What follows belongs to an exercise in optimizing a design on an open flow for small area; a production flow would make more cautious choices. Where RTL was checked, it was by simulation tests only, not by an equivalence proof against the original. Power and IR drop assume default switching activity.

== try-delta ==
// floating_point_adder
module floating_point_adder (f_in1, f_in2, f_out, clk);
input [63:0] f_in1, f_in2;
output reg [63:0] f_out;
input clk;
genvar i, j;
localparam NB = 5;
localparam [6*8-1:0] LOS = {8'd53, 8'd43, 8'd33, 8'd22, 8'd11, 8'd0};
function integer LO;
  input integer j;
  LO = LOS[j * 8 +: 8];
endfunction
wire gt, gtn, sela, selb, sl, sub;
wire [4:0] s, sn;
fa_exp1 ux (.e1(f_in1[62:52]), .e2(f_in2[62:52]), .s1(f_in1[63]), .s2(f_in2[63]),
            .gt(gt), .gtn(gtn), .s(s), .sn(sn), .sela(sela), .selb(selb),
            .sl(sl), .sub(sub));
wire [10:0] eln;
generate
  for (i = 0; i < 11; i = i + 1) begin : emux
    fa_imux g (.x0(f_in2[52 + i]), .x1(f_in1[52 + i]), .s(gt), .sn(gtn), .y(eln[i]));
  end
endgenerate
wire [51:0] mln;
generate
  for (i = 0; i < 52; i = i + 1) begin : amux
    fa_imux g (.x0(f_in2[i]), .x1(f_in1[i]), .s(gt), .sn(gtn), .y(mln[i]));
  end
endgenerate
wire [52:0] y0;
assign y0[52] = gt;
fa_nor2 uy51 (.a(gt), .b(f_in1[51]), .y(y0[51]));
generate
  for (i = 0; i < 51; i = i + 1) begin : ymux
    fa_imux g (.x0(f_in1[i]), .x1(f_in2[i + 1]), .s(gt), .sn(gtn), .y(y0[i]));
  end
endgenerate
wire [52:0] y1, y2, y3, y4, y5;
generate
  for (i = 0; i < 53; i = i + 1) begin : shl
    if (i + 1 < 53) begin : a0
      fa_imux g (.x0(y0[i]), .x1(y0[i + 1]), .s(s[0]), .sn(sn[0]), .y(y1[i]));
    end else begin : b0
      fa_nor2 g (.a(s[0]), .b(y0[i]), .y(y1[i]));
    end
    if (i + 2 < 53) begin : a1
      fa_imux g (.x0(y1[i]), .x1(y1[i + 2]), .s(s[1]), .sn(sn[1]), .y(y2[i]));
    end else begin : b1
      fa_nand2 g (.a(sn[1]), .b(y1[i]), .y(y2[i]));
    end
    if (i + 4 < 53) begin : a2
      fa_imux g (.x0(y2[i]), .x1(y2[i + 4]), .s(s[2]), .sn(sn[2]), .y(y3[i]));
    end else begin : b2
      fa_nor2 g (.a(s[2]), .b(y2[i]), .y(y3[i]));
    end
  ...
==> flow/config.mk <==
export PLATFORM = sky130hd
export DESIGN_NAME = floating_point_adder
export DESIGN_NICKNAME = floating_point_adder
export VERILOG_FILES = /design/flow/design.v
export SDC_FILE = /design/flow/constraint.sdc
export NUM_CORES = 4
export LEC_CHECK = 0
export ABC_AREA = 1
export CAP_MARGIN = 0
export CORE_MARGIN = 2
export CORE_UTILIZATION = 40
export GPL_TIMING_DRIVEN = 0
export SLEW_MARGIN = 0
export SYNTH_HIERARCHICAL = 1
==> flow/constraint.sdc <==
create_clock -name core_clock -period 6.0 [get_ports {clk}]
set_input_delay 1.2000 -clock core_clock [delete_from_list [all_inputs] [get_ports {clk}]]
set_output_delay 1.2000 -clock core_clock [all_outputs]
set_load 0.01 [all_outputs]
standard.sh (not shown) runs the stock make flow with config.mk's settings and CLKGATE_MAP_FILE= SYNTH_SCRIPT=/design/flow/synth_recipe.tcl, a recipe that flattens the netlist after the stock synthesis.
==> flow/flow/run.sh <==
#!/bin/bash
# The standard layout (standard.sh), with these changes to how it is made:
#  - every port still gets its own buffer, a small one (buf_1);
#  - optional extra make settings in flow/extra.args (one per line) are passed to make.
set -euo pipefail
cp -r "$FLOW_HOME/scripts" ./scripts_own
cp flow/abc_area.script scripts_own/abc_area.script
extra=()
if [[ -f flow/extra.args ]]; then
  while IFS= read -r line; do [[ -n "$line" ]] && extra+=("$line"); done < flow/extra.args
fi
bash standard.sh SCRIPTS_DIR="$PWD/scripts_own" \
  BUFFER_PORTS_ARGS="-buffer_cell sky130_fd_sc_hd__buf_1" "${extra[@]}" finish \
  > make_finish.log 2>&1
test -s out/final.def
==> flow/flow/abc_area.script <==
strash
dc2
dch
amap
topo
stime -c
==> flow/flow/extra.args <==
CTS_ARGS=-sink_clustering_enable -repair_clock_nets -dont_use_dummy_load -buf_list sky130_fd_sc_hd__clkbuf_8 -sink_clustering_size 14 -sink_clustering_max_diameter 60
try-delta: full flow OK, the timing, DRC and antenna checks passed
diff inputs: try-delta => try-onyx
-- flow/design.v --
<<< try-delta, line 1
module fa_imux (input x0, x1, s, sn, output y);    
  assign y = ~((x0 | s) & (x1 | sn));
endmodule
module fa_nand2 (input a, b, output y);
>>> try-onyx, line 1
module fa_imux (input x0, x1, s, sn, output y);    
  assign y = ~((x0 | s) & (x1 | sn));
endmodule
module fa_mux (input x0, x1, s, sn, output y);     
  assign y = (x0 | s) & (x1 | sn);
endmodule
module fa_nand2 (input a, b, output y);
<<< try-delta, line 7
module fa_nor2 (input a, b, output y);
  assign y = ~(a | b);
endmodule
module fa_xor2 (input a, b, output y);
>>> try-onyx, line 10
module fa_nor2 (input a, b, output y);
  assign y = ~(a | b);
endmodule
module fa_xnor2 (input a, b, output y);
  assign y = ~(a ^ b);
endmodule
module fa_xor2 (input a, b, output y);
<<< try-delta, line 103
  assign k[0] = 1'b0;
  assign c[0] = sub & k[NB];
  assign neg = sub & k[NB];
  wire r53 = ~sub & ~k[NB];
  wire t52 = c[NB - 1] & (&u[51:LO(NB - 1)]);
  wire r52 = ~(u[52] ^ t52 ^ neg);
  assign hi = r53;
  assign mid = ~r53 & r52;
>>> try-onyx, line 109
  assign k[0] = 1'b0;
  assign c[0] = sub & k[NB];
  assign neg = sub & ~k[NB];
  wire r53 = ~sub & k[NB];
  wire t52 = c[NB - 1] & (&u[51:LO(NB - 1)]);
  wire r52 = u[52] ^ t52 ^ neg;
  assign hi = r53;
  assign mid = ~r53 & r52;
<<< try-delta, line 143
  end
endgenerate
wire [51:0] mln;
generate
  for (i = 0; i < 52; i = i + 1) begin : amux
    fa_imux g (.x0(f_in2[i]), .x1(f_in1[i]), .s(gt), .sn(gtn), .y(mln[i]));
  end
endgenerate
>>> try-onyx, line 149
  end
endgenerate
wire [51:0] ml;
generate
  for (i = 0; i < 52; i = i + 1) begin : amux
    fa_mux g (.x0(f_in2[i]), .x1(f_in1[i]), .s(gt), .sn(gtn), .y(ml[i]));
  end
endgenerate
<<< try-delta, line 197
  end
endgenerate
reg [51:0] s1_mln;
reg [52:0] s1_bsn;
reg [10:0] s1_eln;
reg s1_sl, s1_sub;
always @(posedge clk) begin
  s1_mln <= mln;
  s1_bsn <= bsn;
  s1_eln <= eln;
>>> try-onyx, line 203
  end
endgenerate
reg [51:0] s1_ml;
reg [52:0] s1_bsn;
reg [10:0] s1_eln;
reg s1_sl, s1_sub;
always @(posedge clk) begin
  s1_ml <= ml;
  s1_bsn <= bsn;
  s1_eln <= eln;
<<< try-delta, line 211
generate
  for (i = 0; i < 53; i = i + 1) begin : bx
    fa_xor2 g (.a(s1_bsn[i]), .b(s1_sub), .y(b[i]));
  end
endgenerate
wire [52:0] a = {1'b0, s1_mln};
wire addc = ~s1_sub;
wire [52:0] u;
wire [53:0] cy;
>>> try-onyx, line 217
generate
  for (i = 0; i < 53; i = i + 1) begin : bx
    fa_xnor2 g (.a(s1_bsn[i]), .b(s1_sub), .y(b[i]));
  end
endgenerate
wire [52:0] a = {1'b1, s1_ml};
wire [52:0] u;
wire [53:0] cy;
<<< try-delta, line 222
  for (j = 0; j < NB; j = j + 1) begin : blk
    for (i = LO(j); i < LO(j + 1); i = i + 1) begin : ad
      if (i == 0) begin : c
        fa_full g (.a(a[i]), .b(b[i]), .ci(addc), .s(u[i]), .co(cy[i + 1]));
      end else if (i == LO(j)) begin : h
        fa_half g (.a(a[i]), .b(b[i]), .s(u[i]), .c(cy[i + 1]));
      end else begin : f
>>> try-onyx, line 227
  for (j = 0; j < NB; j = j + 1) begin : blk
    for (i = LO(j); i < LO(j + 1); i = i + 1) begin : ad
      if (i == LO(j)) begin : h
        fa_half g (.a(a[i]), .b(b[i]), .s(u[i]), .c(cy[i + 1]));
      end else begin : f
<<< try-delta, line 259
        fa_xor2 g (.a(s2_u[i]), .b(t[i]), .y(sm[i]));
      end
      fa_xor2 x (.a(sm[i]), .b(neg), .y(rn[i]));
    end
  end
>>> try-onyx, line 262
        fa_xor2 g (.a(s2_u[i]), .b(t[i]), .y(sm[i]));
      end
      fa_xnor2 x (.a(sm[i]), .b(neg), .y(rn[i]));
    end
  end
==> comparison <==
try-delta → try-onyx: core utilization +0.17 points, synthesized netlist net count did not really move, power decreased by 1.4% relative to the old numbers, leakage power summed over all cells climbed 1.0%.
The run with more routed wire is try-delta, not try-onyx.
try-onyx gives less fraction of area in registers than try-delta did.
Summary of try-onyx over try-delta: clock skew neither gained nor lost much; global-route met2 utilization grew by 1.2 points; cell total after placement went down about 0.32%; overall die area now larger.
In the tables for try-onyx and try-delta, number of resized instances in the post-cts repair step reads higher with try-onyx.
Of the two values seen for top routing layer in use, met5 was produced by try-onyx and met4 by try-delta.
For try-onyx, only the layout was checked, not whether the RTL still works.

[re-timing with driven ports]
How much do the figures lean on ideal ports? The routed layouts below were timed once more, with nothing changed but the port constraints.
Step 1 assumes that a clkbuf_16 drives the clock port and a buf_2 every other input.
Step 2 also shifts input and output timing later by t, the mid clock arrival at the registers, as if the neighbouring blocks saw the same clock.
Slacks: ideal ports / drivers / drivers and shift; pairs: ideal ports / drivers.
run | t, ns | setup slack, ns | worst setup path at the end
try-delta | 0.601 | 0.220 / 0.218 / -0.383 | input to register
try-onyx | 0.586 | 0.313 / 0.322 / -0.263 | input to register
Met with ideal ports but missed after step 2: setup timing in try-delta and try-onyx. For try-delta, which loses most, drivers alone change the setup slack by -0.002 ns; drivers and shift together by -0.603 ns.
